Background: an optimization exercise with open tools, aiming at small area. Do not read the settings as production practice.
RTL that was checked went through simulation tests only; none was proved equivalent to the original.
Function not checked in runs 1 to 3 and 8: the RTL went through the layout flow alone.
No activity file was given, so power comes from the tool's default toggle rates.

[flow/run.sh]
#!/bin/bash
# Own layout flow: the standard ORFS flow, with
#  - synthesis as synth_recipe.tcl, but module FA kept apart and mapped onto
#    the library's full-adder cell, and ABC mapping with an area-oriented
#    script (flow/area.abc) instead of the ORFS one, without adder extraction;
#  - port buffers of the smallest buffer cell.
# Each make run writes its output to a log file of its own here; ORFS keeps
# each tool's log under orfs/logs.
set -euo pipefail
W=$PWD
export MY_WORK=$W
export MY_ABC_SCRIPT=$W/flow/area.abc
export MY_FA_MAP=$W/flow/fa_map.v
ARGS=("SYNTH_SCRIPT=$W/flow/synth.tcl" "ADDER_MAP_FILE=" "SYNTH_KEEP_MODULES=FA"
      "BUFFER_PORTS_ARGS=-buffer_cell sky130_fd_sc_hd__buf_1")
bash standard.sh "${ARGS[@]}" synth > $W/log_synth.txt 2>&1
bash standard.sh "${ARGS[@]}" finish > $W/log_layout.txt 2>&1
[flow/area.abc]
strash; &get -n; &deepsyn -T 30; &put; &get -n; &dch -f; &nf -R 1000; &put
[flow/fa_map.v]
(* techmap_celltype = "FA" *)
module _map_FA(input a, input b, input c, output s, output co);
  sky130_fd_sc_hd__fa_1 _TECHMAP_REPLACE_ (.A(a), .B(b), .CIN(c), .SUM(s), .COUT(co));
endmodule
[flow/synth.tcl]
# synth_recipe.tcl, except that ABC maps with an area-oriented script and
# without the ORFS delay constraints (-D, -constr), and that instances of
# module FA become the library's full-adder cell before ABC runs.
proc abc {args} {
  set out {}
  set i 0
  while {$i < [llength $args]} {
    set a [lindex $args $i]
    if {$a in {-script -constr -D}} { incr i 2; continue }
    lappend out $a
    incr i
  }
  yosys techmap -map $::env(MY_FA_MAP)
  yosys delete FA
  yosys abc -script $::env(MY_ABC_SCRIPT) {*}$out
}
source $::env(MY_WORK)/synth_recipe.tcl
[standard.sh]
#!/bin/bash
# synth_recipe.tcl (not shown) runs the flow's synth.tcl, then flattens the netlist and writes it again
# the make line also repeats each setting of config.mk as NAME=value (left out here)
make -C /OpenROAD-flow-scripts/flow DESIGN_CONFIG=/design/flow/config.mk WORK_HOME=/design/flow/orfs CLKGATE_MAP_FILE= SYNTH_SCRIPT=/design/flow/synth_recipe.tcl "${@:-finish}"
[config.mk]
export PLATFORM = sky130hd
export DESIGN_NAME = HRALM4
export DESIGN_NICKNAME = HRALM4
export VERILOG_FILES = /design/flow/design.v
export SDC_FILE = /design/flow/constraint.sdc
export NUM_CORES = 4
export LEC_CHECK = 0
export CAP_MARGIN = 20
export CORE_MARGIN = 2
export CORE_UTILIZATION = 40
export GPL_TIMING_DRIVEN = 0
export PLACE_DENSITY_LB_ADDON = 0.2
export SLEW_MARGIN = 20
[constraint.sdc]
create_clock -name core_clock -period 12.0 [get_ports {clk}]
set_input_delay 2.4000 -clock core_clock [delete_from_list [all_inputs] [get_ports {clk}]]
set_output_delay 2.4000 -clock core_clock [all_outputs]
set_load 0.01 [all_outputs]
[design.v]
module HRALM4(
    input  [15:0] x,
    input  [15:0] y,
    input         clk,
    input         rst,
    output [31:0] p
    );
    wire [15:0] ax = {3'b0, x[12:0] ^ {13{x[13]}}};
    wire zx8 = ~|ax[15:8];
    wire [15:0] bx = zx8 ? {ax[7:0], 8'd0} : ax;
    wire zx4 = ~|bx[15:12];
    wire [15:0] cx = zx4 ? {bx[11:0], 4'd0} : bx;
    wire zx2 = ~|cx[15:14];
    wire [15:0] dx = zx2 ? {cx[13:0], 2'd0} : cx;
    wire zx1 = ~dx[15];
    wire [2:0] fx = zx1 ? dx[13:11] : dx[14:12];
    wire [3:0] kx = ~{zx8, zx4, zx2, zx1};
    wire nzx = dx[15] | dx[14];
    wire [15:0] ay = {1'b0, y[14:0] ^ {15{y[15]}}};
    wire zy8 = ~|ay[15:8];
    wire [15:0] by = zy8 ? {ay[7:0], 8'd0} : ay;
    wire zy4 = ~|by[15:12];
    wire [15:0] cy = zy4 ? {by[11:0], 4'd0} : by;
    wire zy2 = ~|cy[15:14];
    wire [15:0] dy = zy2 ? {cy[13:0], 2'd0} : cy;
    wire zy1 = ~dy[15];
    wire [2:0] fy = zy1 ? dy[13:11] : dy[14:12];
    wire [3:0] ky = ~{zy8, zy4, zy2, zy1};
    wire nzy = dy[15] | dy[14];
    wire [7:0] lc;
    wire [7:0] ls;
    assign ls[0] = ~(fx[0] ^ fy[0]);
    assign lc[1] = fx[0] | fy[0];
    wire [6:1] la = {kx, fx[2:1]};
    wire [6:1] lb = {ky, fy[2:1]};
    genvar i;
    for (i = 1; i < 7; i = i + 1) begin : g_la
        FA la_fa(.a(la[i]), .b(lb[i]), .c(lc[i]), .s(ls[i]), .co(lc[i+1]));
    end
    assign ls[7] = lc[7];
    wire xo = x[13] ^ x[14];
    reg  [15:0] ry;
    reg         one, two, sf;
    reg  [7:0]  L;
    reg         s, nz;
    always @(posedge clk) begin
        ry  <= y;
        one <= ~rst & xo;
        two <= ~rst & ~xo & (x[15] ^ x[14]);
        sf  <= ~rst & x[15] & (xo | x[14] ^ x[15]);
        L   <= ls;
        s   <= x[13] ^ y[15];
        nz  <= ~rst & nzx & nzy;
    end
    wire [16:0] mag = ({17{one}} & {ry[15], ry}) | ({17{two}} & {ry, 1'b0});
    wire [16:0] pp1 = mag ^ {17{sf}};
    wire [3:0]  t  = L[6:3];
    wire [3:0]  w0 = {1'b1, L[2:0]};
    wire [4:0]  u1 = t[0] ? {w0, 1'b0} : {1'b0, w0};
    wire [6:0]  u2 = t[1] ? {u1, 2'b0} : {2'b0, u1};
    wire [10:0] u3 = t[2] ? {u2, 4'b0} : {4'b0, u2};
    wire [18:0] u4 = t[3] ? {u3, 8'b0} : {8'b0, u3};
    wire [15:0] v  = u4[18:3];
    wire h0   = nz & s;
    wire h1lo = nz & (s ^ ~L[7]);
    wire h1hi = nz & (s ^ L[7]);
    wire [29:0] pp0;
    for (i = 0; i < 16; i = i + 1) begin : g_lo
        assign pp0[i] = v[i] ? h1lo : h0;
    end
    for (i = 0; i < 12; i = i + 1) begin : g_hi
        assign pp0[16+i] = v[i] ? h1hi : h0;
    end
    assign pp0[29:28] = {h0, h0};
    wire [17:0] ha = {pp0[29], pp0[29], pp0[29:14]};
    wire [17:0] hb = {pp1[16], pp1};
    wire [17:0] hi;
    wire [17:0] hc;
    assign hc[0] = sf;
    for (i = 0; i < 17; i = i + 1) begin : g_ha
        FA ha_fa(.a(ha[i]), .b(hb[i]), .c(hc[i]), .s(hi[i]), .co(hc[i+1]));
    end
    assign hi[17] = ha[17] ^ hb[17] ^ hc[17];
    assign p = {hi, pp0[13:0]};
endmodule
module FA(
    input  a,
    input  b,
    input  c,
    output s,
    output co
    );
    assign s  = a ^ b ^ c;
    assign co = (a & b) | (c & (a ^ b));
endmodule
==> qor.yml, run 1 <==
antenna_found_initial: 0
gr-total-overflow: 0
grt_max_degree: 19
routed_wl_microns: 5580
drv_cap: 0
cts-root-buf: "clkbuf_8"
crit_family: "adder cells"
gr-usage-all-layers_pct: 16.5
tightest_slew_ps: 909
area_growth_pct: 18.2
die_y_microns: 83.0
slew_headroom_pct: 39.3
p_switching_mw: 0.231
die_w_microns: 83.0
critPathSlowestCell: "dfxtp_1"
h-tree-depth: 2
start_util_pct: 41.6
portBuffers: 65
drt_iter0_markers: 55
drive_gt1_share_pct: 2.27
hold_class: "input port to flip-flop"
crit_top_cell: "fa_1"
tritoncts: "built"
finalHoldViolCount: 0
comb_power_share_pct: 53.7
min_period_over_period_pct: 92.2
num_rows: 28
grt_pass1_vias: 2041
cpPeakStageDelay_ps: 910
fin_util_pct: 49.2
most-common-layout-cells: "65 x buf_1, 33 x xnor2_1, 33 x o21ai_0, 29 x dfxtp_1, 28 x nand2_1"
powerDensity_nw_per_um2: 175
rsz0062_at_grt: "false"
fp.dieArea_sq_um: 6880
slew_violations: 0
cp-end-kind: "primary output"
setup_ws_ps: 939
ys_ff_latch: 29
cts.sinks: 29
cts_setup_buffers: 0
cp.required_ps: 9600
vias_per_cell: 5.12
yosysWarnings: 1
syn-mean-instance-area_sq_um: 8.94
worst_setup_path_start_kind: "flip-flop"
cts_hold_buffers: 0
async_reset_ff_share_pct: 0
syn_nets: 336
path_cells: "xnor2_1 -> fa_1 -> fa_1 -> fa_1 -> fa_1 -> fa_1 -> fa_1 -> fa_1 -> fa_1 -> fa_1 -> fa_1 -> fa_1 -> fa_1 -> fa_1 -> fa_1 -> fa_1 -> fa_1 -> fa_1 -> xnor2_1 -> xnor2_1 -> buf_1"
cts.clk_slew.worst_paths_ps: 70
p_leak_nw: 1.07
setup_viol: 0
worstSetupPathType: "flip-flop to primary output"
seq_area_frac_synth_pct: 23.3
core-area_sq_um: 5990
n_antenna_cell: 0
wl_per_cell_microns: 13.1
cts_max_path_buffers: 2
first_pass_iters: 4
critPathBufInv: 1
swShare_pct: 44.7
layout_commonest_cell: "buf_1"
ios: 66
nNetsFinal: 408
grt_pass1_wl_microns: 9480
drcViolationCount: 0
fmax_ghz: 0.0904
gp_congestion: 0.948
netlist_area_sq_um: 2490
arrival_ps: 8660
peakVddDrop_mv: 0.0951
cts_resized: 0
pre_cts_ws_ps: 1200
finalSetupTns_ps: 0
worst-path-max-fanout: 18
synth-main-ff-cell: "dfxtp_1"
outcome: "no timing/DRC/antenna violations"
routed-via-count: 2186
syn_inst: 279
ant_nets: 0
min_period_ps: 11060
intPower_mw: 0.285
synth.distinct_cells: 32
synth_edf_count: 0
pwr-share-seq_pct: 27.3
pwr-share-clk_pct: 18.9
cts_buffers: 5
dpl.hpwl_microns: 4690
path summary, 6_finish.rpt:
check,cells after the start,from,endpoint
max,21,sf$_DFF_P_,p[31]
min,1,y[14],ry[14]$_DFF_P_
Yosys cell counts (all sizes together) (5+ instances only):
cell | count | area, sq um
a21oi | 19 | 95.1
nand2b | 5 | 31.3
nor2 | 15 | 56.3
xor2 | 7 | 61.3
o21ai | 33 | 165
nand2 | 28 | 105
dfxtp | 29 | 581
mux2i | 18 | 180
clkinv | 11 | 41.3
xnor2 | 33 | 289
a22oi | 15 | 113
a211oi | 5 | 37.5
fa | 23 | 460
power by group through the flow:
| stage | clock network [mW] | registers [mW] | logic [mW] |
|---|---|---|---|
| after floorplan | 0 | 0.137 | 0.208 |
| after global placement | 0 | 0.143 | 0.273 |
| after detailed placement | 0 | 0.143 | 0.277 |
| after CTS | 0.101 | 0.141 | 0.278 |
| after global routing | 0.104 | 0.145 | 0.312 |
| final | 0.0977 | 0.141 | 0.277 |
metrics by stage:
step	hold WS [ps]	power (mW)	instance area, sq um	instances
final	2260	0.516	2950	427
after CTS	2260	0.520	2950	427
after detailed placement	2550	0.420	2830	419
after global placement	2550	0.416	2830	419
after global routing	2260	0.562	2950	427
after floorplan	2430	0.345	2490	279
per-layer routing:
metal,GRT usage [%],vias up,routed length [microns]
li1,-,1141,-
met3,2.58,8,288
met5,0,-,0
met4,6.26,0,101
met1,23.0,968,2750
met2,25.7,69,2440
cell type report:
| type | count | area (sq um) |
|---|---|---|
| clock inverters | 3 | 46.3 |
| flip-flops and latches | 29 | 581 |
| repair buffers | 65 | 244 |
| well taps | 75 | 93.8 |
| multi-input cells | 239 | 1870 |
| fillers | 585 | 3040 |
| clock buffers | 5 | 68.8 |
| inverters | 11 | 41.3 |
cell families after synthesis:
family                   share of synthesized area, %
AO/OA/AOI/OAI                                    22.5
AND/OR/NAND/NOR                                  11.5
XOR/XNOR                                         14.0
flip-flops                                       23.3
adder cells (fa/ha/maj)                          18.5
multiplexers                                     8.58
buffers and inverters                            1.65
flip-flops by register name, indices dropped and copies added, names as in the netlist:
register,count
L,8
nz,1
one,1
ry,16
s,1
sf,1
two,1
==> run 2: changes to the inputs <==
--- a/design.v
+++ b/design.v
@@ -4,6 +4,11 @@
     input         clk,
     input         rst,
-    output [31:0] p
+    output reg [31:0] p
     );
+    wire one = ~rst & (x[13] ^ x[14]);
+    wire two = ~rst & ~(x[13] ^ x[14]) & (x[15] ^ x[14]);
+    wire sf  = x[15] & (one | two);
+    wire [16:0] mag = ({17{one}} & {y[15], y}) | ({17{two}} & {y, 1'b0});
+    wire [16:0] pp1 = mag ^ {17{sf}};
     wire [15:0] ax = {3'b0, x[12:0] ^ {13{x[13]}}};
     wire zx8 = ~|ax[15:8];
@@ -28,7 +33,7 @@
     wire [3:0] ky = ~{zy8, zy4, zy2, zy1};
     wire nzy = dy[15] | dy[14];
+    wire [7:0] L;
     wire [7:0] lc;
-    wire [7:0] ls;
-    assign ls[0] = ~(fx[0] ^ fy[0]);
+    assign L[0]  = ~(fx[0] ^ fy[0]);
     assign lc[1] = fx[0] | fy[0];
     wire [6:1] la = {kx, fx[2:1]};
@@ -36,23 +41,7 @@
     genvar i;
     for (i = 1; i < 7; i = i + 1) begin : g_la
-        FA la_fa(.a(la[i]), .b(lb[i]), .c(lc[i]), .s(ls[i]), .co(lc[i+1]));
+        FA la_fa(.a(la[i]), .b(lb[i]), .c(lc[i]), .s(L[i]), .co(lc[i+1]));
     end
-    assign ls[7] = lc[7];
-    wire xo = x[13] ^ x[14];
-    reg  [15:0] ry;
-    reg         one, two, sf;
-    reg  [7:0]  L;
-    reg         s, nz;
-    always @(posedge clk) begin
-        ry  <= y;
-        one <= ~rst & xo;
-        two <= ~rst & ~xo & (x[15] ^ x[14]);
-        sf  <= ~rst & x[15] & (xo | x[14] ^ x[15]);
-        L   <= ls;
-        s   <= x[13] ^ y[15];
-        nz  <= ~rst & nzx & nzy;
-    end
-    wire [16:0] mag = ({17{one}} & {ry[15], ry}) | ({17{two}} & {ry, 1'b0});
-    wire [16:0] pp1 = mag ^ {17{sf}};
+    assign L[7] = lc[7];
     wire [3:0]  t  = L[6:3];
     wire [3:0]  w0 = {1'b1, L[2:0]};
@@ -62,4 +51,6 @@
     wire [18:0] u4 = t[3] ? {u3, 8'b0} : {8'b0, u3};
     wire [15:0] v  = u4[18:3];
+    wire nz   = ~rst & nzx & nzy;
+    wire s    = x[13] ^ y[15];
     wire h0   = nz & s;
     wire h1lo = nz & (s ^ ~L[7]);
@@ -76,5 +67,5 @@
     wire [17:0] hb = {pp1[16], pp1};
     wire [17:0] hi;
-    wire [17:0] hc;
+    wire [18:0] hc;
     assign hc[0] = sf;
     for (i = 0; i < 17; i = i + 1) begin : g_ha
@@ -82,5 +73,6 @@
     end
     assign hi[17] = ha[17] ^ hb[17] ^ hc[17];
-    assign p = {hi, pp0[13:0]};
+    always @(posedge clk)
+        p <= {hi, pp0[13:0]};
 endmodule
 module FA(
==> qor.yml, run 2 <==
arrival_ps: 13660  # +5000 ps
core-area_sq_um: 6350  # +6.0%
yosys-top-cells-count: "35 x mux2i_1, 32 x dfxtp_1, 28 x xnor2_1"
drv_cap: 0  # unchanged
top_register: "p"
setup_ws_ps: -1490  # -2430 ps
p_leak_nw: 1.37  # +27%
antenna_found_initial: 0  # unchanged
syn_inst: 275  # -1.4%
drcViolationCount: 0  # unchanged
area_growth_pct: 36.9
ys_ff_latch: 32  # +10%
cp.required_ps: 12170  # +2570 ps
synth_fa_ha_area_share_pct: 17.6  # -0.85 points
n_antenna_cell: 0  # unchanged
async_reset_ff_share_pct: 0  # unchanged
synth_mux_area_share_pct: 14.7  # +6.1 points
layout.area.seq_sq_um: 641  # +10%
peakVddDrop_mv: 0.170  # +79%
min_period_ps: 13490  # +2430 ps
dpl.hpwl_microns: 4910  # +4.6%
seq_area_frac_synth_pct: 24.5  # +1.2 points
fmax_ghz: 0.0741  # -18%
multi_input_comb_area_sq_um: 2210  # +18%
yosysWarnings: 1  # unchanged
h-tree-depth: 2  # unchanged
die_y_microns: 84.9  # +2.3%
powerDensity_nw_per_um2: 191  # +9.2%
syn-mean-instance-area_sq_um: 9.51  # +6.3%
largest_reg_flops: 32  # +16
violations: "setup timing"
fp.dieArea_sq_um: 7200  # +4.6%
rsz0062_at_grt: "true"
fin_cells: 446  # +4.4%
start_util_pct: 41.2  # -0.46 points
tritoncts: "built"
worst_setup_path_start_kind: "input port"
ys_top_cells_by_area: "dfxtp_1 24%, fa_1 18%, mux2i_1 13%"
cts_hold_buffers: 0  # unchanged
setup_viol: 5  # +5
cpPeakStageDelay_ps: 560  # -350 ps
synth_top_area_share_pct: 24.5  # +1.2 points
die_w_microns: 84.9  # +2.3%
placed_cells: 417  # -0.48%
synth-main-ff-cell: "dfxtp_1"
layout_commonest_cell: "buf_1"
outcome: "finished with violations"
grt_max_degree: 29  # +10
slew_violations: 0  # unchanged
ant_nets: 0  # unchanged
hold_class: "input port to flip-flop"
cts_buffers: 5  # unchanged
gr-usage-all-layers_pct: 18.4  # +1.9 points
vias_per_cell: 5.17  # +1.0%
first_pass_iters: 4  # unchanged
synth_compound_area_share_pct: 18.5  # -4.0 points
finalPower_mw: 0.684  # +33%
wl_per_cell_microns: 14.1  # +8.2%
most-common-layout-cells: "59 x buf_1, 34 x mux2i_1, 32 x dfxtp_1, 24 x xnor2_1, 23 x fa_2"
finalHoldViolCount: 0  # unchanged
worstSetupPathType: "input port to flip-flop"
grt_pass1_wl_microns: 10600  # +12%
gr-total-overflow: 0  # unchanged
netlist_area_sq_um: 2620  # +4.8%
drive_gt1_share_pct: 24.1  # +22 points
tightest_slew_ps: 962  # +52.1 ps
cts.clk_slew.worst_paths_ps: 70  # about the same
routed_wl_microns: 6310  # +13%
portBuffers: 65  # unchanged
synth_largest_area_cell: "dfxtp_1"
yosys.area_share.simple_pct: 10.5  # -1.0 points
cp-end-kind: "flip-flop"
synth.distinct_cells: 34  # +6.3%
critPathSlowestCell: "fa_2"
cts-root-buf: "clkbuf_8"
synth_edf_count: 0  # unchanged
slew_headroom_pct: 35.7  # -3.5 points
synth_top_family_by_area: "compound AO/OA/AOI/OAI gates"
yosys.area_share.xor_xnor_pct: 13.1  # -0.98 points
cts_max_path_buffers: 2  # unchanged
grt_pass1_vias: 2214  # +8.5%
num_rows: 29  # +3.6%
reg_top3: "p x32"
min_period_over_period_pct: 112  # +20 points
cts.sinks: 32  # +10%
finalSetupTns_ps: -4510  # -4510 ps
worst-path-max-fanout: 5  # -13
crit_top_cell: "fa_2"
nNetsFinal: 425  # +4.2%
syn_nets: 332  # -1.2%
fill_cells: 564  # -3.6%
gp_congestion: 0.921  # -2.8%
drt_iter0_markers: 92  # +67%
ios: 66  # unchanged
holdWs_ps: 2690  # +425 ps
routed-via-count: 2306  # +5.5%
synth_most_common_cell: "mux2i_1"
-- run 2: layout make-up --
class	count	area share [%]
repair buffers	86	13.1
inverters	8	1.05
clock buffers	7	2.69
clock inverters	1	0.839
flip-flops and latches	32	17.9
multi-input cells	235	61.7
well taps	77	2.69
-- run 2: layer usage --
layer,track usage [%],routed length (microns)
met5,0,0
met4,6.06,128
met3,3.21,298
met2,29.7,2920
met1,25.2,2960
-- run 2: report_power, final --
| part | internal, mW | leakage, nW | total (mW) | switching [mW] |
|---|---|---|---|---|
| Combinational | 0.172 | 1.04 | 0.412 | 0.240 |
| Clock | 0.0732 | 0.0645 | 0.110 | 0.0372 |
| Sequential | 0.151 | 0.267 | 0.161 | 0.00982 |
| Total | 0.396 | 1.37 | 0.684 | 0.287 |
-- run 2: final timing paths --
check              from            end  slack [ps]  cells after the start
hold / removal    x[15]  p[31]$_DFF_P_        2690                      4
setup / recovery  y[15]  p[31]$_DFF_P_       -1490                     39
-- run 2: metrics by stage --
step	cell area, sq um	utilization (%)	worst slack (ps)
2_1_floorplan	2800	-	-1290
3_3_place_gp	3140	49.5	-2790
3_5_place_dp	3150	49.6	-2640
4_1_cts	3530	55.6	-1370
5_1_grt	3580	56.4	-1890
6_report	3580	56.4	-1490
-- run 2: kinds of logic (layout without fill, tap and decap cells) --
family,count (synthesis),count (layout)
xor gates and xnor gates,39,39
adders and majority gates,23,23
DFF,32,32
muxes,38,38
buffers and inverters,8,102
and+or+nand+nor,60,60
AOI/OAI and AO/OA,75,75
-- run 2: critical path: cells and delay by family --
| kind | cells | cell delay, ps |
|---|---|---|
| mux | 2 | 490 |
| fa+ha+maj | 23 | 8270 |
| xor+xnor | 3 | 500 |
| buf+inv | 2 | 320 |
| compound gates | 3 | 430 |
| simple gates | 6 | 1270 |
-- run 2: repair_timing --
action | in CTS | in global routing
resized for setup | 31 | 8
pin swaps | 8 | 6
endpoints found under the setup margin | 8 | 6
buffers inserted | 15 | 5
gates cloned | 1 | 0
==> run 3: changes to the inputs <==
--- a/design.v
+++ b/design.v
@@ -67,5 +67,5 @@
     wire [17:0] hb = {pp1[16], pp1};
     wire [17:0] hi;
-    wire [18:0] hc;
+    wire [17:0] hc;
     assign hc[0] = sf;
     for (i = 0; i < 17; i = i + 1) begin : g_ha
--- a/flow/run.sh
+++ b/flow/run.sh
@@ -4,5 +4,6 @@
 #    the library's full-adder cell, and ABC mapping with an area-oriented
 #    script (flow/area.abc) instead of the ORFS one, without adder extraction;
-#  - port buffers of the smallest buffer cell.
+#  - port buffers of the smallest buffer cell;
+#  - clock tree options from flow/cts_args (no dummy loads).
 # Each make run writes its output to a log file of its own here; ORFS keeps
 # each tool's log under orfs/logs.
@@ -13,5 +14,6 @@
 export MY_FA_MAP=$W/flow/fa_map.v
 ARGS=("SYNTH_SCRIPT=$W/flow/synth.tcl" "ADDER_MAP_FILE=" "SYNTH_KEEP_MODULES=FA"
-      "BUFFER_PORTS_ARGS=-buffer_cell sky130_fd_sc_hd__buf_1")
+      "BUFFER_PORTS_ARGS=-buffer_cell sky130_fd_sc_hd__buf_1"
+      "CTS_ARGS=$(cat $W/flow/cts_args)")
 bash standard.sh "${ARGS[@]}" synth > $W/log_synth.txt 2>&1
 bash standard.sh "${ARGS[@]}" finish > $W/log_layout.txt 2>&1
==> flow/cts_args (new file) <==
-sink_clustering_enable -repair_clock_nets -dont_use_dummy_load -buf_list sky130_fd_sc_hd__clkbuf_8 -sink_clustering_size 30 -sink_clustering_max_diameter 200
--- a/config.mk
+++ b/config.mk
@@ -9,5 +9,4 @@
 export CORE_MARGIN = 2
 export CORE_UTILIZATION = 40
-export GPL_TIMING_DRIVEN = 0
 export PLACE_DENSITY_LB_ADDON = 0.2
 export SLEW_MARGIN = 20
==> qor.yml, run 3 <==
cts.clk_slew.worst_paths_ps: 60  # about the same
grt_pass1_vias: 2347  # +6.0%
synth_most_common_cell: "mux2i_1"
grt_max_degree: 28  # -3.4%
swShare_pct: 40.8  # -1.2 points
finalInstanceArea_sq_um: 4090  # +14%
routed_wl_microns: 6700  # +6.2%
ant_nets: 0  # unchanged
setup_ws_ps: -1360  # +130 ps
wl_per_cell_microns: 12.9  # -8.9%
first_pass_iters: 4  # unchanged
min_period_over_period_pct: 111  # -1.1 points
rsz0062_at_grt: "true"
layout_commonest_cell: "buf_4"
yosys-top-cells-count: "35 x mux2i_1, 32 x dfxtp_1, 28 x xnor2_1"
die_w_microns: 84.9  # unchanged
syn_inst: 275  # unchanged
routed-via-count: 2526  # +9.5%
worst_setup_path_start_kind: "input port"
hold_path_depth: 4  # unchanged
cts-root-buf: "clkbuf_8"
die_y_microns: 84.9  # unchanged
portBuffers: 65  # unchanged
tritoncts: "built"
min_from: "x[15]"
synth_top_area_share_pct: 24.5  # unchanged
routed-wl-met3_microns: 232  # -22%
top_layer: "met4"
arrival_ps: 13520  # -140 ps
outcome: "finished with violations"
vias_per_cell: 4.86  # -6.0%
cts_max_path_buffers: 2  # unchanged
wl_met1_microns: 3190  # +7.6%
worst-path-max-fanout: 6  # +1
core-area_sq_um: 6350  # unchanged
slew_violations: 0  # unchanged
cp.required_ps: 12160  # about the same
synth_largest_area_cell: "dfxtp_1"
h-tree-depth: 2  # unchanged
pre_cts_ws_ps: -1730  # +912 ps
pwr-share-clk_pct: 9.5  # -6.6 points
cts.sinks: 32  # unchanged
seq_area_frac_synth_pct: 24.5  # unchanged
num_rows: 29  # unchanged
dpl.hpwl_microns: 5630  # +15%
cts_hold_buffers: 0  # unchanged
powerDensity_nw_per_um2: 183  # -4.1%
antenna_found_initial: 0  # unchanged
most-common-layout-cells: "95 x buf_4, 62 x buf_1, 34 x mux2i_1, 32 x dfxtp_1, 24 x xnor2_1"
area_growth_pct: 56.2
drv_cap: 0  # unchanged
ys_top_cells_by_area: "dfxtp_1 24%, fa_1 18%, mux2i_1 13%"
setup_viol: 5  # unchanged
fin_cells: 520  # +17%
nNetsFinal: 502  # +18%
violations: "setup timing"
grt_pass1_wl_microns: 10900  # +2.0%
cp-end-kind: "flip-flop"
async_reset_ff_share_pct: 0  # unchanged
tightest_slew_ps: 557  # -405 ps
worstSetupPathType: "input port to flip-flop"
min_to: "p[31]$_DFF_P_"
p_leak_nw: 1.69  # +24%
synth-main-ff-cell: "dfxtp_1"
netlist_area_sq_um: 2620  # unchanged
pwr-share-seq_pct: 21.5  # -2.0 points
hold_class: "input port to flip-flop"
gr-total-overflow: 0  # unchanged
ys_ff_latch: 32  # unchanged
min_period_ps: 13360  # -130 ps
peakVddDrop_mv: 0.130  # -24%
finalHoldViolCount: 0  # unchanged
drcViolationCount: 0  # unchanged
cpPeakStageDelay_ps: 560  # about the same
slew_headroom_pct: 62.9  # +27 points
met2_length_microns: 3190  # +9.3%
n_antenna_cell: 0  # unchanged
placed_cells: 505  # +21%
gr-usage-all-layers_pct: 18.9  # +0.47 points
drt_iter0_markers: 52  # -43%
post_dp_cell_area_sq_um: 3830  # +22%
syn-mean-instance-area_sq_um: 9.51  # unchanged
syn_nets: 332  # unchanged
start_util_pct: 41.2  # unchanged
fmax_ghz: 0.0749  # +0.97%
drive_gt1_share_pct: 35.7  # +12 points
synth.distinct_cells: 34  # unchanged
yosysWarnings: 1  # unchanged
crit_top_cell: "fa_2"
gp_congestion: 0.909  # -1.3%
cts_buffers: 5  # unchanged
comb_power_share_pct: 69.0  # +8.7 points
critPathSlowestCell: "fa_2"
reg_top3: "p x32"
intPower_mw: 0.443  # +12%
fp.dieArea_sq_um: 7200  # unchanged
p_switching_mw: 0.305  # +6.3%
synth_edf_count: 0  # unchanged
largest_reg_flops: 32  # unchanged
top_register: "p"
ios: 66  # unchanged
## run 3: cell counts after synthesis
No cell type changed its count.
## run 3: worst max-delay path, delay by kind of cell
| kind | cells | cell delay, ps |
|---|---|---|
| AO/OA/AOI/OAI | 3 | 420 |
| multiplexers | 2 | 480 |
| AND/OR/NAND/NOR | 6 | 1100 |
| adder cells (fa/ha/maj) | 23 | 8200 |
| XOR/XNOR | 3 | 490 |
| buffers and inverters | 3 | 410 |
## run 3: metal layers
metal  vias up  track usage (%)
li1       1325                -
met1      1133             25.4
met2        61             32.1
met3         7             2.53
met4         0             4.91
met5         -                0
## run 3: worst max-delay path by stage
stage,start,endpoint,cells past startpoint
6_report,y[15],p[31]$_DFF_P_,40
2_1_floorplan,y[8],p[31]$_DFF_P_,38
5_1_grt,y[15],p[31]$_DFF_P_,40
3_3_place_gp,y[15],p[31]$_DFF_P_,40
3_5_place_dp,y[15],p[31]$_DFF_P_,40
4_1_cts,y[15],p[31]$_DFF_P_,40
## run 3: kinds of logic (layout without fill, tap and decap cells)
logic type,Yosys count,count (layout),synth area share (%)
muxes,38,38,14.7
DFF,32,32,24.5
and+or+nand+nor,60,60,10.5
xor gates and xnor gates,39,39,13.1
buffers and inverters,8,176,1.15
AOI/OAI and AO/OA,75,75,18.5
adders and majority gates,23,23,17.6
## run 3: cell type report
| type | instances | area (sq um) |
|---|---|---|
| fillers | 571 | 2260 |
| multi-input cells | 235 | 2200 |
| well taps | 77 | 96.3 |
| inverters | 8 | 37.5 |
| clock buffers | 5 | 68.8 |
| flip-flops and latches | 32 | 641 |
| repair buffers | 163 | 1040 |
## run 3: timing repair
item | CTS | global route
cloned | 1 | 0
endpoints found under the hold margin | 0 | 0
resized for setup | 13 | 7
pin swaps | 2 | 0
setup endpoints to repair | 5 | 6
setup buffers | 5 | 4
## run 3: stage by stage
step                      total power [mW]  utilization [%]  TNS [ps]  hold slack [ps]
after CTS                            0.749             63.4     -3700             2660
after floorplan                      0.457                -     -3570             2700
after global placement               0.658             60.3     -5290             2790
after global routing                 0.809             64.3     -5310             2720
final                                0.748             64.3     -3870             2680
after detailed placement             0.668             60.3     -5880             2780
## run 3: power by group through the flow
| stage | registers, mW | logic (mW) | clock network (mW) |
|---|---|---|---|
| after global placement | 0.162 | 0.496 | 0 |
| final | 0.161 | 0.517 | 0.0710 |
| after CTS | 0.161 | 0.515 | 0.0731 |
| after detailed placement | 0.164 | 0.505 | 0 |
| after floorplan | 0.188 | 0.269 | 0 |
| after global routing | 0.164 | 0.570 | 0.0756 |
==> run 4: changes to the inputs <==
--- a/design.v
+++ b/design.v
@@ -4,11 +4,6 @@
     input         clk,
     input         rst,
-    output reg [31:0] p
+    output [31:0] p
     );
-    wire one = ~rst & (x[13] ^ x[14]);
-    wire two = ~rst & ~(x[13] ^ x[14]) & (x[15] ^ x[14]);
-    wire sf  = x[15] & (one | two);
-    wire [16:0] mag = ({17{one}} & {y[15], y}) | ({17{two}} & {y, 1'b0});
-    wire [16:0] pp1 = mag ^ {17{sf}};
     wire [15:0] ax = {3'b0, x[12:0] ^ {13{x[13]}}};
     wire zx8 = ~|ax[15:8];
@@ -33,7 +28,7 @@
     wire [3:0] ky = ~{zy8, zy4, zy2, zy1};
     wire nzy = dy[15] | dy[14];
-    wire [7:0] L;
     wire [7:0] lc;
-    assign L[0]  = ~(fx[0] ^ fy[0]);
+    wire [7:0] ls;
+    assign ls[0] = ~(fx[0] ^ fy[0]);
     assign lc[1] = fx[0] | fy[0];
     wire [6:1] la = {kx, fx[2:1]};
@@ -41,7 +36,23 @@
     genvar i;
     for (i = 1; i < 7; i = i + 1) begin : g_la
-        FA la_fa(.a(la[i]), .b(lb[i]), .c(lc[i]), .s(L[i]), .co(lc[i+1]));
+        FA la_fa(.a(la[i]), .b(lb[i]), .c(lc[i]), .s(ls[i]), .co(lc[i+1]));
     end
-    assign L[7] = lc[7];
+    assign ls[7] = lc[7];
+    wire xo  = x[13] ^ x[14];
+    wire one = ~rst & xo;
+    wire two = ~rst & ~xo & (x[15] ^ x[14]);
+    wire neg = x[15] & (one | two);
+    wire [16:0] mag = ({17{one}} & {y[15], y}) | ({17{two}} & {y, 1'b0});
+    reg  [16:0] pp1;
+    reg         sf;
+    reg  [7:0]  L;
+    reg         s, nz;
+    always @(posedge clk) begin
+        pp1 <= mag ^ {17{neg}};
+        sf  <= neg;
+        L   <= ls;
+        s   <= x[13] ^ y[15];
+        nz  <= ~rst & nzx & nzy;
+    end
     wire [3:0]  t  = L[6:3];
     wire [3:0]  w0 = {1'b1, L[2:0]};
@@ -51,6 +62,4 @@
     wire [18:0] u4 = t[3] ? {u3, 8'b0} : {8'b0, u3};
     wire [15:0] v  = u4[18:3];
-    wire nz   = ~rst & nzx & nzy;
-    wire s    = x[13] ^ y[15];
     wire h0   = nz & s;
     wire h1lo = nz & (s ^ ~L[7]);
@@ -73,6 +82,5 @@
     end
     assign hi[17] = ha[17] ^ hb[17] ^ hc[17];
-    always @(posedge clk)
-        p <= {hi, pp0[13:0]};
+    assign p = {hi, pp0[13:0]};
 endmodule
 module FA(
==> flow/cts_args (replaced) <==
-sink_clustering_enable -repair_clock_nets -dont_use_dummy_load -buf_list sky130_fd_sc_hd__clkbuf_4 -sink_clustering_size 10
--- a/config.mk
+++ b/config.mk
@@ -9,4 +9,5 @@
 export CORE_MARGIN = 2
 export CORE_UTILIZATION = 40
+export GPL_TIMING_DRIVEN = 0
 export PLACE_DENSITY_LB_ADDON = 0.2
 export SLEW_MARGIN = 20
==> qor.yml, run 4 <==
synth_most_common_cell: "o21ai_0"
largest_reg_flops: 17  # -47%
cts_hold_buffers: 0  # unchanged
crit_start: "nz$_DFF_P_"
placed_cells: 421  # -17%
portBuffers: 65  # unchanged
min_period_ps: 11490  # -1870 ps
cts_setup_buffers: 0  # -5
syn_nets: 337  # +1.5%
outcome: "no timing/DRC/antenna violations"
fin_cells: 424  # -18%
num_rows: 28  # -3.4%
tritoncts: "built"
min_from: "rst"
synth_mux_area_share_pct: 9.50  # -5.2 points
min_period_over_period_pct: 95.8  # -16 points
h-tree-depth: 1  # -1
powerDensity_nw_per_um2: 158  # -14%
setup_viol: 0  # -5
core-area_sq_um: 5960  # -6.2%
most-common-layout-cells: "65 x buf_1, 33 x o21ai_0, 31 x xnor2_1, 28 x dfxtp_1, 28 x nand2_1"
slew_violations: 0  # unchanged
reg_top3: "pp1 x17, L x8"
cts.sinks: 28  # -13%
drcViolationCount: 0  # unchanged
area_growth_pct: 15.1
peakVddDrop_mv: 0.0733  # -44%
wl_per_cell_microns: 13.4  # +4.2%
synth_compound_area_share_pct: 22.3  # +3.9 points
cts_resized: 0  # -13
cts_buffers: 3  # -2
holdWs_ps: 2370  # -308 ps
cts.clk_slew.worst_paths_ps: 120  # +60 ps
yosys.area_share.simple_pct: 11.8  # +1.3 points
dpl.hpwl_microns: 4750  # -16%
n_antenna_cell: 0  # unchanged
vias_per_cell: 5.34  # +10%
hold_class: "input port to flip-flop"
multi_input_comb_area_sq_um: 1880  # -15%
slew_headroom_pct: 41.6  # -21 points
die_y_microns: 82.7  # -2.6%
drt_iter0_markers: 83  # +60%
ios: 66  # unchanged
arrival_ps: 9090  # -4430 ps
async_reset_ff_share_pct: 0  # unchanged
ant_nets: 0  # unchanged
gr-usage-all-layers_pct: 17.3  # -1.5 points
first_pass_iters: 4  # unchanged
worst_setup_path_start_kind: "flip-flop"
min_to: "nz$_DFF_P_"
gr-total-overflow: 0  # unchanged
syn-mean-instance-area_sq_um: 8.84  # -7.0%
seq_area_frac_synth_pct: 22.6  # -1.9 points
grt_pass1_wl_microns: 9250  # -15%
top_register: "pp1"
fmax_ghz: 0.0870  # +16%
synth_top_area_share_pct: 22.6  # -1.9 points
netlist_area_sq_um: 2480  # -5.3%
synth_largest_area_cell: "dfxtp_1"
yosys-top-cells-count: "33 x o21ai_0, 31 x xnor2_1, 28 x dfxtp_1, 28 x nand2_1, 23 x fa_1"
fill_cells: 611  # +7.0%
drv_cap: 0  # unchanged
grt_pass1_vias: 1939  # -17%
ys_ff_latch: 28  # -13%
drive_gt1_share_pct: 1.43  # -34 points
post_dp_cell_area_sq_um: 2830  # -26%
fin_util_pct: 47.8  # -16 points
synth_top_family_by_area: "compound AO/OA/AOI/OAI gates"
layout.area.seq_sq_um: 561  # -12%
yosysWarnings: 1  # unchanged
die_w_microns: 82.7  # -2.6%
synth_edf_count: 0  # unchanged
yosys.area_share.xor_xnor_pct: 13.4  # +0.38 points
worstSetupPathType: "flip-flop to primary output"
finalInstanceArea_sq_um: 2850  # -30%
synth_fa_ha_area_share_pct: 18.6  # +0.99 points
syn_inst: 280  # +1.8%
nNetsFinal: 408  # -19%
ys_top_cells_by_area: "dfxtp_1 23%, fa_1 19%, xnor2_1 11%"
cp.required_ps: 9600  # -2560 ps
cts_max_path_buffers: 2  # unchanged
tightest_slew_ps: 875  # +319 ps
synth.distinct_cells: 31  # -8.8%
fp.dieArea_sq_um: 6840  # -5.1%
grt_max_degree: 21  # -25%
cts-root-buf: "clkbuf_4"
start_util_pct: 41.6  # +0.39 points
antenna_found_initial: 0  # unchanged
gp_congestion: 0.898  # -1.2%
finalSetupTns_ps: 0  # +3870 ps
finalHoldViolCount: 0  # unchanged
hold_path_depth: 2  # -2
synth-main-ff-cell: "dfxtp_1"
worst-path-max-fanout: 13  # +7
layout_commonest_cell: "buf_1"
routed-via-count: 2266  # -10%
routed_wl_microns: 5690  # -15%
p_leak_nw: 1.02  # -39%
cp-end-kind: "primary output"
rsz0062_at_grt: "false"
-- run 4: kinds of logic after synthesis --
family / count (synthesis)
buf+inv: 11
mux: 23
compound gates: 92
flops: 28
fa+ha+maj: 23
xor+xnor: 38
simple gates: 65
-- run 4: report_power, final --
part | switching (mW) | internal [mW] | total, mW | leakage, nW
logic | 0.166 | 0.107 | 0.273 | 0.775
clock network | 0.0223 | 0.0117 | 0.0340 | 0.0138
registers | 0.0295 | 0.114 | 0.144 | 0.235
-- run 4: worst max-delay path, stage by stage, from the launching register on --
cell	delay, ps
dfxtp_1	350
nand2_1	370
clkinv_1	540
o21ai_0	210
o31ai_1	120
fa_1	450
fa_1	410
fa_1	390
fa_1	390
fa_1	400
fa_1	390
fa_1	390
fa_1	420
fa_1	400
fa_1	390
fa_1	390
fa_1	390
fa_1	390
fa_1	380
fa_1	390
fa_1	380
fa_1	390
xor2_1	170
xnor2_1	130
buf_1	170
-- run 4: routing by layer --
metal / global-route usage, % / wire length [microns] / up-vias
met3: 0.870 / 317 / 8
met4: 3.44 / 57 / 0
li1: - / - / 1147
met5: 0 / 0 / -
met1: 26.2 / 2780 / 1023
met2: 27.6 / 2540 / 88
-- run 4: layout make-up --
type / instances / area share [%]
Timing Repair Buffer: 66 / 8.83
Inverter: 11 / 1.45
Sequential cell: 28 / 19.7
Clock buffer: 3 / 0.791
Multi-Input combinational cell: 241 / 66.0
Tap cell: 75 / 3.29
-- run 4: through the flow --
step	setup WS (ps)	total power, mW
floorplan	1530	0.345
global placement	919	0.417
detailed placement	835	0.422
CTS	468	0.456
global route	32.5	0.505
finish	507	0.451
-- run 4: how the worst max path moves through the flow --
| stage | to | slack (ps) | cells after the start |
|---|---|---|---|
| 2_1_floorplan | p[31] | 1530 | 23 |
| 3_3_place_gp | p[31] | 920 | 24 |
| 3_5_place_dp | p[31] | 830 | 24 |
| 4_1_cts | p[31] | 470 | 24 |
| 5_1_grt | p[31] | 30 | 24 |
| 6_report | p[31] | 510 | 24 |
==> run 5: changes to the inputs <==
==> flow/cts_args (replaced) <==
-repair_clock_nets -dont_use_dummy_load -buf_list sky130_fd_sc_hd__clkbuf_16 -root_buf sky130_fd_sc_hd__clkbuf_16
==> qor.yml, run 5 <==
outcome: "no timing/DRC/antenna violations"
largest_reg_flops: 17  # unchanged
portBuffers: 65  # unchanged
p_leak_nw: 1.05  # +2.3%
cts_resized: 0  # unchanged
synth_top_family_by_area: "compound AO/OA/AOI/OAI gates"
yosys.area_share.xor_xnor_pct: 13.4  # unchanged
min_period_ps: 11460  # -34.3 ps
synth_most_common_cell: "o21ai_0"
seq_area_frac_synth_pct: 22.6  # unchanged
ys_ff_latch: 28  # unchanged
vias_per_cell: 5.32  # -0.49%
top_register: "pp1"
routed_wl_microns: 5800  # +1.9%
synth_top_area_share_pct: 22.6  # unchanged
setup_ws_ps: 542  # +34.3 ps
syn_nets: 337  # unchanged
ant_nets: 0  # unchanged
gr-total-overflow: 0  # unchanged
rsz0062_at_grt: "false"
ios: 66  # unchanged
syn-mean-instance-area_sq_um: 8.84  # unchanged
h-tree-depth: 1  # unchanged
tritoncts: "built"
fin_cells: 424  # unchanged
slew_violations: 0  # unchanged
cp.required_ps: 9600  # about the same
ys_top_cells_by_area: "dfxtp_1 23%, fa_1 19%, xnor2_1 11%"
cp-end-kind: "primary output"
num_rows: 28  # unchanged
holdWs_ps: 2440  # +69.2 ps
fp.dieArea_sq_um: 6840  # unchanged
die_w_microns: 82.7  # unchanged
yosys.area_share.simple_pct: 11.8  # unchanged
synth_mux_area_share_pct: 9.50  # unchanged
synth_compound_area_share_pct: 22.3  # unchanged
cts.sinks: 28  # unchanged
wl_per_cell_microns: 13.7  # +1.9%
area_growth_pct: 17.2
die_y_microns: 82.7  # unchanged
cts.clk_slew.worst_paths_ps: 60  # -60 ps
netlist_area_sq_um: 2480  # unchanged
finalSetupTns_ps: 0  # unchanged
gp_congestion: 0.898  # unchanged
cts_max_path_buffers: 2  # unchanged
synth_fa_ha_area_share_pct: 18.6  # unchanged
worstSetupPathType: "flip-flop to primary output"
synth-main-ff-cell: "dfxtp_1"
worst-path-max-fanout: 13  # unchanged
fmax_ghz: 0.0873  # +0.30%
dpl.hpwl_microns: 4750  # unchanged
async_reset_ff_share_pct: 0  # unchanged
syn_inst: 280  # unchanged
cts_buffers: 3  # unchanged
antenna_found_initial: 0  # unchanged
post_dp_cell_area_sq_um: 2830  # unchanged
grt_pass1_wl_microns: 9310  # +0.61%
yosysWarnings: 1  # unchanged
synth_edf_count: 0  # unchanged
fin_util_pct: 48.7  # +0.88 points
finalPower_mw: 0.490  # +8.6%
min_period_over_period_pct: 95.5  # -0.29 points
yosys-top-cells-count: "33 x o21ai_0, 31 x xnor2_1, 28 x dfxtp_1, 28 x nand2_1, 23 x fa_1"
gr-usage-all-layers_pct: 17.5  # +0.20 points
cts_setup_buffers: 0  # unchanged
synth.distinct_cells: 31  # unchanged
pre_cts_ws_ps: 835  # unchanged
grt_max_degree: 21  # unchanged
drt_iter0_markers: 97  # +17%
most-common-layout-cells: "65 x buf_1, 33 x o21ai_0, 31 x xnor2_1, 28 x dfxtp_1, 28 x nand2_1"
grt_pass1_vias: 1960  # +1.1%
finalHoldViolCount: 0  # unchanged
n_antenna_cell: 0  # unchanged
cts-root-buf: "clkbuf_16"
hold_class: "input port to flip-flop"
finalInstanceArea_sq_um: 2900  # +1.8%
core-area_sq_um: 5960  # unchanged
cts_hold_buffers: 0  # unchanged
routed-via-count: 2255  # -0.49%
arrival_ps: 9060  # -30 ps
first_pass_iters: 5  # +1
setup_viol: 0  # unchanged
synth_largest_area_cell: "dfxtp_1"
start_util_pct: 41.6  # unchanged
slew_headroom_pct: 40.9  # -0.78 points
peakVddDrop_mv: 0.0901  # +23%
tightest_slew_ps: 887  # +11.7 ps
powerDensity_nw_per_um2: 169  # +6.6%
reg_top3: "pp1 x17, L x8"
nNetsFinal: 408  # unchanged
drv_cap: 0  # unchanged
placed_cells: 421  # unchanged
drcViolationCount: 0  # unchanged
drive_gt1_share_pct: 1.43  # unchanged
worst_setup_path_start_kind: "flip-flop"
layout_commonest_cell: "buf_1"
## run 5: cell types whose count changed in the layout (fill, tap and decap cells not counted)
cell and delta:
clkbuf_16 +3, clkbuf_4 -3
## run 5: layout make-up
type	instances	area, sq um
repair buffers	66	251
well taps	75	93.8
clock buffers	3	75.1
flip-flops and latches	28	561
multi-input cells	241	1880
fillers	603	3050
inverters	11	41.3
## run 5: cells by family after synthesis
logic type,Yosys count
XOR/XNOR,38
AND/OR/NAND/NOR,65
adder cells (fa/ha/maj),23
flip-flops,28
AO/OA/AOI/OAI,92
multiplexers,23
buffers and inverters,11
## run 5: worst paths after layout
path / startpoint / to / slack (ps) / cells after the start
max: nz$_DFF_P_ / p[31] / 540 / 24
min: rst / nz$_DFF_P_ / 2440 / 2
## run 5: power by group
| group | internal [mW] | total (mW) | switching [mW] |
|---|---|---|---|
| Clock | 0.0441 | 0.0711 | 0.0270 |
| Sequential | 0.115 | 0.144 | 0.0297 |
| Combinational | 0.107 | 0.274 | 0.167 |
| Total | 0.266 | 0.490 | 0.224 |
## run 5: worst max-delay path, stage by stage (launching register included)
cell and delay, ps:
dfxtp_1 320, nand2_1 370, clkinv_1 550, o21ai_0 210, o31ai_1 120, fa_1 450, fa_1 410, fa_1 390
fa_1 380, fa_1 420, fa_1 400, fa_1 390, fa_1 420, fa_1 400, fa_1 390, fa_1 390
fa_1 390, fa_1 390, fa_1 390, fa_1 390, fa_1 390, fa_1 390, xor2_1 170, xnor2_1 130
buf_1 170
## run 5: per-layer routing
metal  global-route usage (%)  wire (microns)  up-vias
li1                         -               -     1144
met1                     26.3            2870     1024
met2                     27.6            2540       80
met3                    0.870             319        7
met4                     4.43              67        0
met5                        0               0        -
==> run 6: changes to the inputs <==
==> flow/cts_args (replaced) <==
-sink_clustering_enable -repair_clock_nets -dont_use_dummy_load -buf_list sky130_fd_sc_hd__clkbuf_8 -root_buf sky130_fd_sc_hd__clkbuf_8 -sink_clustering_size 50 -sink_clustering_max_diameter 500 -sink_clustering_levels 1
==> qor.yml, run 6 <==
ant_nets: 0  # unchanged
crit_top_cell: "fa_1"
tightest_slew_ps: 888  # +1.44 ps
drv_cap: 0  # unchanged
arrival_ps: 9070  # about the same
synth_most_common_cell: "o21ai_0"
intPower_mw: 0.244  # -8.2%
holdWs_ps: 2420  # -15.0 ps
synth_top_area_share_pct: 22.6  # unchanged
finalSetupTns_ps: 0  # unchanged
worstSetupPathType: "flip-flop to primary output"
reg_top3: "pp1 x17, L x8"
cts.clk_slew.worst_paths_ps: 80  # +20 ps
cp.required_ps: 9600  # about the same
gr-usage-all-layers_pct: 17.3  # -0.25 points
n_antenna_cell: 0  # unchanged
fill_cells: 610  # +1.2%
peakVddDrop_mv: 0.0739  # -18%
seq_area_frac_synth_pct: 22.6  # unchanged
fp.dieArea_sq_um: 6840  # unchanged
area_growth_pct: 15.8
synth-main-ff-cell: "dfxtp_1"
drive_gt1_share_pct: 1.43  # unchanged
p_switching_mw: 0.220  # -1.5%
grt_pass1_wl_microns: 9220  # -0.97%
ys_top_cells_by_area: "dfxtp_1 23%, fa_1 19%, xnor2_1 11%"
netlist_area_sq_um: 2480  # unchanged
cpPeakStageDelay_ps: 540  # about the same
num_rows: 28  # unchanged
nNetsFinal: 408  # unchanged
die_y_microns: 82.7  # unchanged
min_period_over_period_pct: 95.5  # about the same
cts_max_path_buffers: 2  # unchanged
most-common-layout-cells: "65 x buf_1, 33 x o21ai_0, 31 x xnor2_1, 28 x dfxtp_1, 28 x nand2_1"
path_cells: "nand2_1 -> clkinv_1 -> o21ai_0 -> o31ai_1 -> fa_1 -> fa_1 -> fa_1 -> fa_1 -> fa_1 -> fa_1 -> fa_1 -> fa_1 -> fa_1 -> fa_1 -> fa_1 -> fa_1 -> fa_1 -> fa_1 -> fa_1 -> fa_1 -> fa_1 -> xor2_1 -> xnor2_1 -> buf_1"
ys_ff_latch: 28  # unchanged
critPathBufInv: 2  # unchanged
syn-mean-instance-area_sq_um: 8.84  # unchanged
slew_violations: 0  # unchanged
routed_wl_microns: 5720  # -1.3%
first_pass_iters: 6  # +1
vias_per_cell: 5.30  # -0.35%
swShare_pct: 47.4  # +1.8 points
outcome: "no timing/DRC/antenna violations"
grt_max_degree: 21  # unchanged
largest_reg_flops: 17  # unchanged
yosys-top-cells-count: "33 x o21ai_0, 31 x xnor2_1, 28 x dfxtp_1, 28 x nand2_1, 23 x fa_1"
h-tree-depth: 1  # unchanged
gp_congestion: 0.898  # unchanged
syn_inst: 280  # unchanged
worst-path-max-fanout: 13  # unchanged
yosysWarnings: 1  # unchanged
ios: 66  # unchanged
rsz0062_at_grt: "false"
syn_nets: 337  # unchanged
powerDensity_nw_per_um2: 162  # -4.0%
dpl.hpwl_microns: 4750  # unchanged
start_util_pct: 41.6  # unchanged
async_reset_ff_share_pct: 0  # unchanged
die_w_microns: 82.7  # unchanged
portBuffers: 65  # unchanged
synth.distinct_cells: 31  # unchanged
top_register: "pp1"
fmax_ghz: 0.0872  # about the same
pwr-share-clk_pct: 9.9  # -4.6 points
cts_resized: 0  # unchanged
synth_largest_area_cell: "dfxtp_1"
slew_headroom_pct: 40.8  # -0.096 points
tritoncts: "built"
critPathSlowestCell: "clkinv_1"
cts-root-buf: "clkbuf_8"
routed-via-count: 2247  # -0.35%
worst_setup_path_start_kind: "flip-flop"
cts.sinks: 28  # unchanged
antenna_found_initial: 0  # unchanged
setup_viol: 0  # unchanged
core-area_sq_um: 5960  # unchanged
hold_class: "input port to flip-flop"
drt_iter0_markers: 66  # -32%
synth_edf_count: 0  # unchanged
finalHoldViolCount: 0  # unchanged
cts_buffers: 3  # unchanged
comb_power_share_pct: 59.1  # +3.1 points
layout_commonest_cell: "buf_1"
p_leak_nw: 1.03  # -1.5%
grt_pass1_vias: 1945  # -0.77%
cts_hold_buffers: 0  # unchanged
cts_setup_buffers: 0  # unchanged
pwr-share-seq_pct: 31.0  # +1.5 points
cp-end-kind: "primary output"
crit_family: "adder cells"
min_period_ps: 11470  # +7.60 ps
gr-total-overflow: 0  # unchanged
drcViolationCount: 0  # unchanged
wl_per_cell_microns: 13.5  # -1.3%
run 6: cell counts after synthesis:
No cell type changed its count.
run 6: cells by family (layout without fill, tap and decap cells):
kind of cell	after synthesis	in the layout	share of synthesized area (%)
and+or+nand+nor	65	65	11.8
muxes	23	23	9.50
DFF	28	28	22.6
AOI/OAI and AO/OA	92	92	22.3
buffers and inverters	11	80	1.67
adders and majority gates	23	23	18.6
xor gates and xnor gates	38	38	13.4
run 6: power by group through the flow:
stage                     registers, mW  clock network [mW]  logic, mW
after floorplan                   0.139                   0      0.207
after global placement            0.145                   0      0.272
after detailed placement          0.146                   0      0.275
after CTS                         0.144              0.0477      0.276
after global routing              0.149              0.0513      0.317
final                             0.144              0.0460      0.274
run 6: final cells by class:
type / instances / area, sq um / share of cell area, %
Tap cell: 75 / 93.8 / 3.27
Timing Repair Buffer: 66 / 251 / 8.77
Multi-Input combinational cell: 241 / 1880 / 65.5
Clock buffer: 3 / 41.3 / 1.44
Sequential cell: 28 / 561 / 19.5
Inverter: 11 / 41.3 / 1.44
run 6: stage by stage:
step	worst slack (ps)	utilization [%]	power [mW]	instances	cell area, sq um
6_report	534	48.2	0.464	424	2870
5_1_grt	116	48.2	0.517	424	2870
4_1_cts	551	48.2	0.468	424	2870
3_5_place_dp	835	47.5	0.422	421	2830
3_3_place_gp	919	47.2	0.417	420	2810
2_1_floorplan	1530	-	0.345	280	2480
run 6: final timing paths:
path  startpoint          to  slack, ps  depth (start not counted)
max   nz$_DFF_P_       p[31]        530                         24
min          rst  nz$_DFF_P_       2420                          2
run 6: routing by layer:
| metal | share of wire, % | track usage (%) | vias to the layer above |
|---|---|---|---|
| met2 | 44 | 27.4 | 81 |
| met3 | 6.3 | 0.870 | 6 |
| li1 | - | - | 1147 |
| met4 | 0.84 | 3.44 | 0 |
| met1 | 49 | 26.2 | 1013 |
| met5 | 0 | 0 | - |
==> run 7: changes to the inputs <==
==> flow/cts_args (replaced) <==
-sink_clustering_enable -repair_clock_nets -dont_use_dummy_load -buf_list sky130_fd_sc_hd__clkbuf_8 -sink_clustering_size 30 -sink_clustering_max_diameter 200
==> qor.yml, run 7 <==
outcome: "no timing/DRC/antenna violations"
cp-end-kind: "primary output"
fmax_ghz: 0.0872  # unchanged
worstSetupPathType: "flip-flop to primary output"
min_period_over_period_pct: 95.5  # unchanged
arrival_ps: 9070  # about the same
crit_family: "adder cells"
cts-root-buf: "clkbuf_8"
grt_pass1_wl_microns: 9220  # unchanged
first_pass_iters: 6  # unchanged
tritoncts: "built"
fill_cells: 610  # unchanged
cp.required_ps: 9600  # about the same
most-common-layout-cells: "65 x buf_1, 33 x o21ai_0, 31 x xnor2_1, 28 x dfxtp_1, 28 x nand2_1"
holdWs_ps: 2420  # unchanged
h-tree-depth: 1  # unchanged
gp_congestion: 0.898  # unchanged
synth_top_area_share_pct: 22.6  # unchanged
area_growth_pct: 15.8  # unchanged
min_to: "nz$_DFF_P_"
crit_top_cell: "fa_1"
die_w_microns: 82.7  # unchanged
drcViolationCount: 0  # unchanged
finalPower_mw: 0.464  # unchanged
path_cells: "nand2_1 -> clkinv_1 -> o21ai_0 -> o31ai_1 -> fa_1 -> fa_1 -> fa_1 -> fa_1 -> fa_1 -> fa_1 -> fa_1 -> fa_1 -> fa_1 -> fa_1 -> fa_1 -> fa_1 -> fa_1 -> fa_1 -> fa_1 -> fa_1 -> fa_1 -> xor2_1 -> xnor2_1 -> buf_1"
routed-via-count: 2247  # unchanged
drt_iter0_markers: 66  # unchanged
synth-main-ff-cell: "dfxtp_1"
start_util_pct: 41.6  # unchanged
cts_buffers: 3  # unchanged
top_register: "pp1"
drive_gt1_share_pct: 1.43  # unchanged
pre_cts_ws_ps: 835  # unchanged
die_y_microns: 82.7  # unchanged
largest_reg_flops: 17  # unchanged
rsz0062_at_grt: "false"
tightest_slew_ps: 888  # unchanged
synth.distinct_cells: 31  # unchanged
core-area_sq_um: 5960  # unchanged
slew_headroom_pct: 40.8  # unchanged
syn_inst: 280  # unchanged
peakVddDrop_mv: 0.0739  # unchanged
setup_ws_ps: 534  # unchanged
powerDensity_nw_per_um2: 162  # unchanged
dpl.hpwl_microns: 4750  # unchanged
wl_per_cell_microns: 13.5  # unchanged
finalHoldViolCount: 0  # unchanged
finalSetupTns_ps: 0  # unchanged
netlist_area_sq_um: 2480  # unchanged
cts_hold_buffers: 0  # unchanged
reg_top3: "pp1 x17, L x8"
multi_input_comb_area_sq_um: 1880  # unchanged
grt_pass1_vias: 1945  # unchanged
syn_nets: 337  # unchanged
yosys-top-cells-count: "33 x o21ai_0, 31 x xnor2_1, 28 x dfxtp_1, 28 x nand2_1, 23 x fa_1"
num_rows: 28  # unchanged
critPathSlowestCell: "clkinv_1"
routed_wl_microns: 5720  # unchanged
ant_nets: 0  # unchanged
cts_setup_buffers: 0  # unchanged
ios: 66  # unchanged
drv_cap: 0  # unchanged
setup_viol: 0  # unchanged
synth_largest_area_cell: "dfxtp_1"
async_reset_ff_share_pct: 0  # unchanged
vias_per_cell: 5.30  # unchanged
gr-usage-all-layers_pct: 17.3  # unchanged
p_leak_nw: 1.03  # unchanged
n_antenna_cell: 0  # unchanged
fp.dieArea_sq_um: 6840  # unchanged
seq_area_frac_synth_pct: 22.6  # unchanged
cts_max_path_buffers: 2  # unchanged
worst-path-max-fanout: 13  # unchanged
min_from: "rst"
nNetsFinal: 408  # unchanged
cpPeakStageDelay_ps: 540  # about the same
ys_top_cells_by_area: "dfxtp_1 23%, fa_1 19%, xnor2_1 11%"
cts.clk_slew.worst_paths_ps: 80  # about the same
hold_path_depth: 2  # unchanged
placed_cells: 421  # unchanged
yosysWarnings: 1  # unchanged
slew_violations: 0  # unchanged
syn-mean-instance-area_sq_um: 8.84  # unchanged
hold_class: "input port to flip-flop"
min_period_ps: 11470  # unchanged
layout.area.seq_sq_um: 561  # unchanged
gr-total-overflow: 0  # unchanged
critPathBufInv: 2  # unchanged
worst_setup_path_start_kind: "flip-flop"
synth_most_common_cell: "o21ai_0"
portBuffers: 65  # unchanged
grt_max_degree: 21  # unchanged
cts_resized: 0  # unchanged
synth_edf_count: 0  # unchanged
cts.sinks: 28  # unchanged
antenna_found_initial: 0  # unchanged
layout_commonest_cell: "buf_1"
fin_cells: 424  # unchanged
ys_ff_latch: 28  # unchanged
[run 7: power by group]
group          switching (mW)  leakage, nW  internal, mW
Clock                  0.0236       0.0216        0.0224
Sequential             0.0297        0.235         0.114
Combinational           0.167        0.775         0.107
[run 7: per-layer routing]
layer  vias to the layer above  routed length [microns]  GRT usage [%]
met3                         6                      362          0.870
met2                        81                     2520           27.4
met1                      1013                     2790           26.2
met5                         -                        0              0
met4                         0                       48           3.44
li1                       1147                        -              -
[run 7: final cells by class]
cell class              count  share of cell area, %
repair buffers             66                   8.77
clock buffers               3                   1.44
inverters                  11                   1.44
flip-flops and latches     28                   19.5
well taps                  75                   3.27
multi-input cells         241                   65.5
[run 7: worst max path at each step]
stage                from     to  cells after the start
2_1_floorplan  nz$_DFF_P_  p[31]                     23
3_5_place_dp   nz$_DFF_P_  p[31]                     24
3_3_place_gp   nz$_DFF_P_  p[31]                     24
6_report       nz$_DFF_P_  p[31]                     24
5_1_grt        nz$_DFF_P_  p[31]                     24
4_1_cts        nz$_DFF_P_  p[31]                     24
[run 7: logic make-up (layout without fill, tap and decap cells)]
kind of cell | Yosys count | after routing | share of synthesized area [%]
xor+xnor | 38 | 38 | 13.4
flops | 28 | 28 | 22.6
compound gates | 92 | 92 | 22.3
mux | 23 | 23 | 9.50
fa+ha+maj | 23 | 23 | 18.6
buf+inv | 11 | 80 | 1.67
simple gates | 65 | 65 | 11.8
[run 7: through the flow]
| stage | area, sq um | utilization (%) |
|---|---|---|
| detailed placement | 2830 | 47.5 |
| floorplan | 2480 | - |
| finish | 2870 | 48.2 |
| CTS | 2870 | 48.2 |
| global route | 2870 | 48.2 |
| global placement | 2810 | 47.2 |
==> run 8: changes to the inputs <==
--- a/design.v
+++ b/design.v
@@ -78,8 +78,10 @@
     wire [17:0] hc;
     assign hc[0] = sf;
-    for (i = 0; i < 17; i = i + 1) begin : g_ha
+    for (i = 0; i < 16; i = i + 1) begin : g_ha
         FA ha_fa(.a(ha[i]), .b(hb[i]), .c(hc[i]), .s(hi[i]), .co(hc[i+1]));
     end
-    assign hi[17] = ha[17] ^ hb[17] ^ hc[17];
+    wire hx = ha[16] ^ hb[16];
+    assign hi[16] = hx ^ hc[16];
+    assign hi[17] = hx ? hi[16] : ha[16];
     assign p = {hi, pp0[13:0]};
 endmodule
==> flow/area.abc (replaced) <==
strash; &get -n; &deepsyn -T 30; &put; dch -f; amap; 
==> qor.yml, run 8 <==
outcome: "no timing/DRC/antenna violations"
cts_max_path_buffers: 2  # unchanged
async_reset_ff_share_pct: 0  # unchanged
die_y_microns: 82.2  # -0.53%
synth_mux_area_share_pct: 0  # -9.5 points
synth_top_family_by_area: "compound AO/OA/AOI/OAI gates"
cts_buffers: 3  # unchanged
cts.clk_slew.worst_paths_ps: 70  # about the same
seq_area_frac_synth_pct: 22.9  # +0.25 points
ant_nets: 0  # unchanged
core-area_sq_um: 5920  # -0.59%
largest_reg_flops: 17  # unchanged
drive_gt1_share_pct: 1.71  # +0.28 points
netlist_area_sq_um: 2450  # -1.1%
powerDensity_nw_per_um2: 149  # -8.2%
nNetsFinal: 467  # +14%
ys_ff_latch: 28  # unchanged
drcViolationCount: 0  # unchanged
yosys.area_share.xor_xnor_pct: 0  # -13 points
syn_inst: 340  # +21%
cts_setup_buffers: 0  # unchanged
fill_cells: 583  # -4.4%
synth.distinct_cells: 25  # -19%
first_pass_iters: 4  # -2
start_util_pct: 41.4  # -0.22 points
cp.required_ps: 9600  # about the same
gr-usage-all-layers_pct: 17.8  # +0.51 points
critPathSlowestCell: "fa_1"
p_leak_nw: 1.01  # -2.4%
gr-total-overflow: 0  # unchanged
synth_largest_area_cell: "dfxtp_1"
cts.sinks: 28  # unchanged
grt_max_degree: 20  # -4.8%
synth_most_common_cell: "nor2_1"
finalSetupTns_ps: 0  # unchanged
grt_pass1_wl_microns: 9450  # +2.5%
routed_wl_microns: 5820  # +1.7%
n_antenna_cell: 0  # unchanged
cpPeakStageDelay_ps: 460  # -80 ps
worstSetupPathType: "flip-flop to primary output"
vias_per_cell: 5.17  # -2.4%
setup_viol: 0  # unchanged
synth_fa_ha_area_share_pct: 18.0  # -0.61 points
cts_hold_buffers: 0  # unchanged
cts_resized: 0  # unchanged
fmax_ghz: 0.0923  # +5.8%
tritoncts: "built"
worst_setup_path_start_kind: "flip-flop"
syn-mean-instance-area_sq_um: 7.20  # -19%
finalPower_mw: 0.424  # -8.8%
min_to: "pp1[0]$_DFF_P_"
grt_pass1_vias: 2046  # +5.2%
synth_edf_count: 0  # unchanged
post_dp_cell_area_sq_um: 2800  # -0.89%
crit_family: "adder cells"
dpl.hpwl_microns: 4920  # +3.6%
placed_cells: 481  # +14%
rsz0062_at_grt: "false"
portBuffers: 65  # unchanged
synth-main-ff-cell: "dfxtp_1"
synth_top_area_share_pct: 22.9  # +0.25 points
tightest_slew_ps: 813  # -75.4 ps
slew_violations: 0  # unchanged
gp_congestion: 0.857  # -4.5%
area_growth_pct: 16.4
finalInstanceArea_sq_um: 2850  # -0.65%
wl_per_cell_microns: 12.0  # -11%
yosys.area_share.simple_pct: 21.5  # +9.7 points
yosys-top-cells-count: "56 x nor2_1, 42 x o22ai_1, 41 x o21ai_0"
finalHoldViolCount: 0  # unchanged
drt_iter0_markers: 81  # +23%
fp.dieArea_sq_um: 6760  # -1.1%
die_w_microns: 82.2  # -0.53%
yosysWarnings: 1  # unchanged
layout_commonest_cell: "buf_1"
hold_class: "input port to flip-flop"
peakVddDrop_mv: 0.0698  # -5.5%
reg_top3: "pp1 x17, L x8"
syn_nets: 396  # +18%
num_rows: 28  # unchanged
worst-path-max-fanout: 5  # -8
most-common-layout-cells: "65 x buf_1, 55 x nor2_1, 42 x o22ai_1, 41 x o21ai_0, 37 x clkinv_1"
holdWs_ps: 2460  # +37.3 ps
ios: 66  # unchanged
routed-via-count: 2504  # +11%
arrival_ps: 8440  # -630 ps
critPathBufInv: 2  # unchanged
min_period_ps: 10840  # -628 ps
cts-root-buf: "clkbuf_8"
fin_cells: 484  # +14%
synth_compound_area_share_pct: 31.9  # +9.6 points
slew_headroom_pct: 45.5  # +4.7 points
min_from: "x[15]"
hold_path_depth: 2  # unchanged
drv_cap: 0  # unchanged
crit_top_cell: "fa_1"
antenna_found_initial: 0  # unchanged
cp-end-kind: "primary output"
ys_top_cells_by_area: "dfxtp_1 23%, fa_1 18%, o22ai_1 11%"
min_period_over_period_pct: 90.3  # -5.2 points
h-tree-depth: 1  # unchanged
top_register: "pp1"
[run 8: cell types whose count changed after synthesis, moves of 5 or more]
cell / delta
or3_1: +5
a22oi_1: -15
xnor2_1: -31
o21ai_0: +8
a21oi_1: +6
clkinv_1: +26
o22ai_1: +39
nand2_1: +6
mux2i_1: -19
xor2_1: -7
nor2_1: +40
or2_0: +14
[run 8: kinds of logic after synthesis]
kind of cell / after synthesis
flops: 28
fa+ha+maj: 22
compound gates: 132
buf+inv: 37
simple gates: 121
[run 8: stage by stage]
| step | setup slack [ps] | util, % |
|---|---|---|
| 6_report | 1160 | 48.1 |
| 5_1_grt | 657 | 48.1 |
| 4_1_cts | 1180 | 48.0 |
| 3_5_place_dp | 1500 | 47.3 |
| 3_3_place_gp | 1580 | 47.1 |
| 2_1_floorplan | 1980 | - |
[run 8: layer usage]
layer  track usage, %  vias up  part of all wire [%]
met5                0        -                     0
met4             4.00        0                     0
met3            0.543        0                   5.6
met2             28.1       75                    43
met1             27.0     1061                    52
li1                 -     1368                     -
[run 8: worst max path at each step]
stage | cells past startpoint | slack, ps | from | end
after floorplan | 24 | 1980 | L[3]$_DFF_P_ | p[30]
after global placement | 25 | 1580 | L[3]$_DFF_P_ | p[30]
after detailed placement | 25 | 1500 | L[3]$_DFF_P_ | p[30]
after CTS | 25 | 1180 | L[3]$_DFF_P_ | p[30]
after global routing | 25 | 660 | L[3]$_DFF_P_ | p[30]
final | 25 | 1160 | L[3]$_DFF_P_ | p[30]
[run 8: final cells by class]
class	instances	area (sq um)	share of cell area [%]
clock buffers	3	41.3	1.45
inverters	37	139	4.87
well taps	75	93.8	3.29
multi-input cells	275	1760	61.9
flip-flops and latches	28	561	19.7
repair buffers	66	251	8.83
[run 8: where the power goes]
part           switching (mW)  internal, mW  total [mW]
Clock                  0.0232        0.0224      0.0456
Sequential             0.0166         0.112       0.129
Combinational           0.158        0.0918       0.249

afterwards: timing with drivers on the ports:
The flow's constraints put no driver on any port. The routed layouts listed below were extracted and timed again, unchanged, in two steps. Step 1, drivers: a clkbuf_16 drives clk and a buf_2 each remaining input, both assumed. Step 2 also shifts input and output timing later by t, the mid clock arrival at the registers, as if the neighbouring blocks saw the same clock. a / b / c = no drivers / after step 1 / after step 2; a / b = the first two.
run | t, ns | slack for setup (ns)
run 1 | 0.295 | 0.939 / 0.914 / 1.209
run 2 | 0.306 | -1.490 / -1.561 / -1.867
run 3 | 0.298 | -1.360 / -1.373 / -1.671
run 4 | 0.324 | 0.507 / 0.487 / 0.810
run 5 | 0.282 | 0.542 / 0.513 / 0.795
run 6 | 0.281 | 0.534 / 0.511 / 0.791
run 7 | 0.281 | 0.534 / 0.511 / 0.791
run 8 | 0.278 | 1.162 / 1.140 / 1.418
